Context: an optimization exercise on an open-source flow, tuned for small area. The choices shown serve that exercise and are no tape-out recipe. The RTL was checked by simulation tests, not by an equivalence proof against the original design. Power is estimated from default activity; no workload was simulated.

== before ==
==> flow/design.v (excerpt) <==
module b15(BE_n, Address, W_R_n, D_C_n, M_IO_n, ADS_n, Datai, Datao, CLOCK, NA_n, BS16_n, READY_n, HOLD, RESET);
input CLOCK;
input RESET;
input NA_n;
input BS16_n;
input READY_n;
input HOLD;
input [31:0] Datai;
output reg [3:0] BE_n;
output [31:0] Address;
output reg W_R_n;
output reg D_C_n;
output reg M_IO_n;
output reg ADS_n;
output [31:0] Datao;
localparam [2:0] StateInit = 3'd0, StateTi = 3'd1, StateT1 = 3'd2, StateT2 = 3'd3,
                 StateT1P = 3'd4, StateTh = 3'd5, StateT2P = 3'd6, StateT2I = 3'd7;
localparam [3:0] Si = 4'd0, S1 = 4'd1, S2 = 4'd2, S3 = 4'd3, S4 = 4'd4,
                 S5 = 4'd5, S6 = 4'd6, S7 = 4'd7, S8 = 4'd8, S9 = 4'd9;
reg [29:0] Addr;           
reg [30:0] Dout;           
assign Address = {2'b00, Addr};
assign Datao = {1'b0, Dout};
reg [2:0] State;
reg [3:0] State2;
reg StateBS16;
reg [3:0] ByteEnable;
reg RequestPending, ReadRequest, MemoryFetch, CodeFetch;
reg [31:0] rEIP;
reg [31:0] EAX, EBX;
reg [31:0] IAP, PAP;       
reg [3:0] Rd, Wr;          
reg More, Flush;
reg [103:0] Qv;            
reg [15:0] Qr;             
wire [7:0] Q [0:14];
genvar gq;
  ...
Size: about 2600 cells after synthesis, ~380 flip-flops, roughly 110 I/O pins, about 26000 sq um of cells after synthesis.
clock: 10.0 ns
lec_check: 0
cap_margin: 20
core_margin: 2
core_utilization: 75
place_density: 0.85
slew_margin: 20
standard.sh (not shown) runs the stock make flow with config.mk's settings and CLKGATE_MAP_FILE= SYNTH_SCRIPT=/design/flow/synth_recipe.tcl, a recipe that flattens the netlist after the stock synthesis.
==> flow/flow/run.sh <==
#!/bin/bash
set -euo pipefail
export BUFFER_PORTS_ARGS="-buffer_cell sky130_fd_sc_hd__buf_1"
export CTS_ARGS="-sink_clustering_enable -repair_clock_nets -dont_use_dummy_load -buf_list sky130_fd_sc_hd__clkbuf_8 -sink_clustering_size 16 -sink_clustering_max_diameter 50"
bash standard.sh > standard.log 2>&1
[inputs] after vs before
==> flow/flow/run.sh <==
#!/bin/bash
set -euo pipefail
export BUFFER_PORTS_ARGS="-buffer_cell sky130_fd_sc_hd__buf_1"
export CTS_ARGS="-sink_clustering_enable -repair_clock_nets -dont_use_dummy_load -buf_list {sky130_fd_sc_hd__clkbuf_4 sky130_fd_sc_hd__clkbuf_8} -sink_clustering_size 12 -sink_clustering_max_diameter 40"
bash standard.sh > standard.log 2>&1
Results
Compared to before, after has highest ir drop seen on vdd about 1.4% higher.
The power per standard cell area of after exceeds that of before by 0.74%.
Going from before to after, global-route track usage on met3 increased 0.80 points; setup slack increased 0.097 ns.
Side by side, total power turned out higher in after than in before.
Higher largest fanout on the critical path goes to after over before.
Diff after..before | H-tree level count | unchanged
after against before: critical path depth rose by 9.1%; internal power of the cells saw an increase; fraction of final layout cells with drive strength greater than 1 increased 0.37 points.
For before, the beginning of the critical path was Rd[0], unlike after, where it was Rd[2].

---

b15 again, from the RTL that the note above started with.
## b15
module b15(BE_n, Address, W_R_n, D_C_n, M_IO_n, ADS_n, Datai, Datao, CLOCK, NA_n, BS16_n, READY_n, HOLD, RESET);
==> flow/config.mk <==
export PLATFORM = sky130hd
export DESIGN_NAME = b15
export DESIGN_NICKNAME = b15
export VERILOG_FILES = /design/flow/design.v
export SDC_FILE = /design/flow/constraint.sdc
export NUM_CORES = 4
export LEC_CHECK = 0
export CAP_MARGIN = 20
export CORE_MARGIN = 2
export CORE_UTILIZATION = 75
export GPL_TIMING_DRIVEN = 0
export PLACE_DENSITY = 0.85
export SLEW_MARGIN = 20
==> flow/constraint.sdc <==
create_clock -name core_clock -period 10.0 [get_ports {CLOCK}]
set_input_delay 2.0000 -clock core_clock [delete_from_list [all_inputs] [get_ports {CLOCK}]]
set_output_delay 2.0000 -clock core_clock [all_outputs]
set_load 0.01 [all_outputs]
==> flow/flow/run.sh <==
#!/bin/bash
set -euo pipefail
export BUFFER_PORTS_ARGS="-buffer_cell sky130_fd_sc_hd__buf_1"
export CTS_ARGS="-sink_clustering_enable -repair_clock_nets -dont_use_dummy_load -buf_list sky130_fd_sc_hd__clkbuf_8 -sink_clustering_size 16 -sink_clustering_max_diameter 50"
bash standard.sh > standard.log 2>&1
Next try:
- CAP_MARGIN: 20 -> 0
- GPL_TIMING_DRIVEN: 0 -> default
- SLEW_MARGIN: 20 -> 0
What happened:
- flip-flop and latch count is unchanged
- cell area is lower by about 2%
- clock-buffer cell count is higher by 1
- routed wire length falls by 8.8%
- power drops by about 4.3%
- synthesized cell count is unchanged
- fmax went up by 2.1%
- die area does not change
- clock skew shrinks by 0.0074 ns
- hold slack loses 0.044 ns
- setup slack is better by 0.20 ns
Next try:
- CAP_MARGIN: 0 -> 20
- CORE_UTILIZATION: 75 -> 82
- PLACE_DENSITY: 0.85 -> 0.9
- SLEW_MARGIN: 0 -> 20
What happened:
- total power went up by 1.7%
- worst hold slack degrades by 0.012 ns
- final area barely changes
- clock power went down by 3.3%
- utilization went up by 7.5 points
- die area went down by 8.4%
- synthesized area stays the same
- global-route usage went up by 6.8 points
- worst setup slack degrades by 0.12 ns
Next try:
- CAP_MARGIN: 20 -> 5
- CORE_UTILIZATION: 82 -> 75
- PLACE_DENSITY: 0.9 -> 0.85
- SLEW_MARGIN: 20 -> 5
Result: The changed run completed without violations; wire length goes down by 5.3%; worst hold slack improved by 0.012 ns; total power came out lower by 1.7%; clock power rises by 3.4%; die area grows by 9.1%; non-clock buffer count came out lower by 5; global-route usage came out lower by 6.8 points; sequential power went down by about 2%; fmax climbs by 1.3%; first-iteration DRC count goes down by 43%.
Next try:
==> flow/flow/run.sh (replaced) <==
#!/bin/bash
set -euo pipefail
export BUFFER_PORTS_ARGS="-buffer_cell sky130_fd_sc_hd__buf_1"
export CTS_ARGS="-sink_clustering_enable -repair_clock_nets -dont_use_dummy_load -buf_list sky130_fd_sc_hd__clkbuf_16 -sink_clustering_size 25 -sink_clustering_max_diameter 70"
bash standard.sh > standard.log 2>&1
- CAP_MARGIN: 5 -> 20
- SLEW_MARGIN: 5 -> 20
The changed run completed without violations.
Wire length stays flat.
Fmax rises by about 1.1%.
Cell count barely changes.
Total power rises by about 1.3%.
Register-to-register slack is better by 0.10 ns.
Final area rises by 0.63%.
Hold slack is better by 0.015 ns.
Global-route usage falls by 0.66 points.
Synthesized area is unchanged.
Count of clock-buffer cells in the layout falls by 14.

---

b15, a different RTL version from the one above (not shown whole).
For scale: ~380 flip-flops, ~110 I/O pins, about 26000 um2 of cells after synthesis.
clock: 10.0 ns
lec_check: 0
cap_margin: 20
core_margin: 2
core_utilization: 75
cts_buf_list: sky130_fd_sc_hd__clkbuf_8
cts_cluster_diameter: 50
cts_cluster_size: 16
place_density: 0.85
slew_margin: 20
run.sh (not shown) runs the stock make flow with config.mk's settings and CLKGATE_MAP_FILE= SYNTH_SCRIPT=/design/flow/synth_recipe.tcl, a recipe that flattens the netlist after the stock synthesis.
Stock flow here: none of the scripts above is used.
==> next run, changes <==
==> flow/flow/run.sh (new file) <==
#!/bin/bash
set -euo pipefail
export BUFFER_PORTS_ARGS="-buffer_cell sky130_fd_sc_hd__buf_1"
export CTS_ARGS="-sink_clustering_enable -repair_clock_nets -dont_use_dummy_load -buf_list sky130_fd_sc_hd__clkbuf_16 -sink_clustering_size 20 -sink_clustering_max_diameter 60"
export RECOVER_POWER=100
bash standard.sh > standard.log 2>&1
==> flow/standard.sh (new file) <==
#!/bin/bash
# synth_recipe.tcl (not shown) runs the flow's synth.tcl, then flattens the netlist and writes it again
# the make line also repeats each setting of config.mk as NAME=value (left out here)
make -C /OpenROAD-flow-scripts/flow DESIGN_CONFIG=/design/flow/config.mk WORK_HOME=/design/flow/orfs CLKGATE_MAP_FILE= SYNTH_SCRIPT=/design/flow/synth_recipe.tcl "${@:-finish}"
Settings changed: CTS_BUF_LIST sky130_fd_sc_hd__clkbuf_8 to default, CTS_CLUSTER_DIAMETER 50 to default, CTS_CLUSTER_SIZE 16 to default.
removed: flow/run.sh
Now the flow completed and failed the layout checks on capacitance limit, slew limit.
Total power fell by about 2.4%.
Critical path depth rose by 1.
Core utilization came out lower by 2.8 points.
Cell area is lower by 3.3%.
Clock-buffer cell count goes down by 17.
==> next run, changes <==
==> flow/run.sh (new file) <==
#!/bin/bash
# synth_recipe.tcl (not shown) runs the flow's synth.tcl, then flattens the netlist and writes it again
# the make line also repeats each setting of config.mk as NAME=value (left out here)
make -C /OpenROAD-flow-scripts/flow DESIGN_CONFIG=/design/flow/config.mk WORK_HOME=/design/flow/orfs CLKGATE_MAP_FILE= SYNTH_SCRIPT=/design/flow/synth_recipe.tcl finish
Settings changed: CORE_UTILIZATION 75 to 65, PLACE_DENSITY 0.85 to 0.75.
removed: flow/flow/run.sh
removed: flow/standard.sh
The new run went through all stages and came out clean.
Maximum frequency came out higher by a few percent.
Power goes up by a few percent.
Routed wire length goes down by a few percent.
Die area is higher by about a fifth.
==> next run, changes <==
Settings changed: CORE_UTILIZATION 65 to 75, CTS_BUF_LIST from default to sky130_fd_sc_hd__clkbuf_16, CTS_CLUSTER_DIAMETER from default to 80, CTS_CLUSTER_SIZE from default to 30, PLACE_DENSITY 0.75 to 0.85.
What happened:
- The new run ran to the end with no violations
- synthesized cell count stays the same
- wire length barely changes
- final cell count is lower by 3.8%
- maximum frequency is lower by 3.2%
- hold slack gets better by 0.024 ns
- non-clock buffer count went down by 8
- power came out lower by 6.1%
- clock power decreases by 36%

## static timing again, ports no longer ideal
How much do the figures lean on ideal ports? The routed layouts below were timed once more, with nothing changed but the port constraints. Step 1 sets driving cells, clkbuf_16 on the clock port and buf_2 on the other inputs (assumed; they add their load-dependent delay and slew). Step 2 adds t to the input delays and takes it off the output delays; t is the mean of the earliest and latest rising clock arrival at the registers after step 1. Input paths then give back, and output paths get back, about the clock's delay inside the block. Slacks: ideal ports / drivers / drivers and shift; pairs: ideal ports / drivers.
run | t (ns) | slack for setup (ns) | worst setup path after step 2
before | 0.677 | 0.658 / 0.658 / 0.658 | register to register
after | 0.697 | 0.754 / 0.754 / 0.754 | register to register
the first run of note 2 | 0.627 | 0.438 / 0.438 / 0.438 | register to register
the second run of note 2 | 0.706 | 0.638 / 0.638 / 0.638 | register to register
the third run of note 2 | 0.640 | 0.518 / 0.518 / 0.518 | register to register
the fourth run of note 2 | 0.706 | 0.638 / 0.638 / 0.638 | register to register
the fifth run of note 2 | 0.621 | 0.738 / 0.738 / 0.738 | register to register
the first run of note 3 | 0.684 | 0.964 / 0.964 / 0.964 | register to register
the second run of note 3 | 0.639 | 0.865 / 0.865 / 0.865 | register to register
the third run of note 3 | 0.637 | 1.195 / 1.195 / 1.195 | register to register
the fourth run of note 3 | 0.611 | 0.900 / 0.900 / 0.900 | register to register
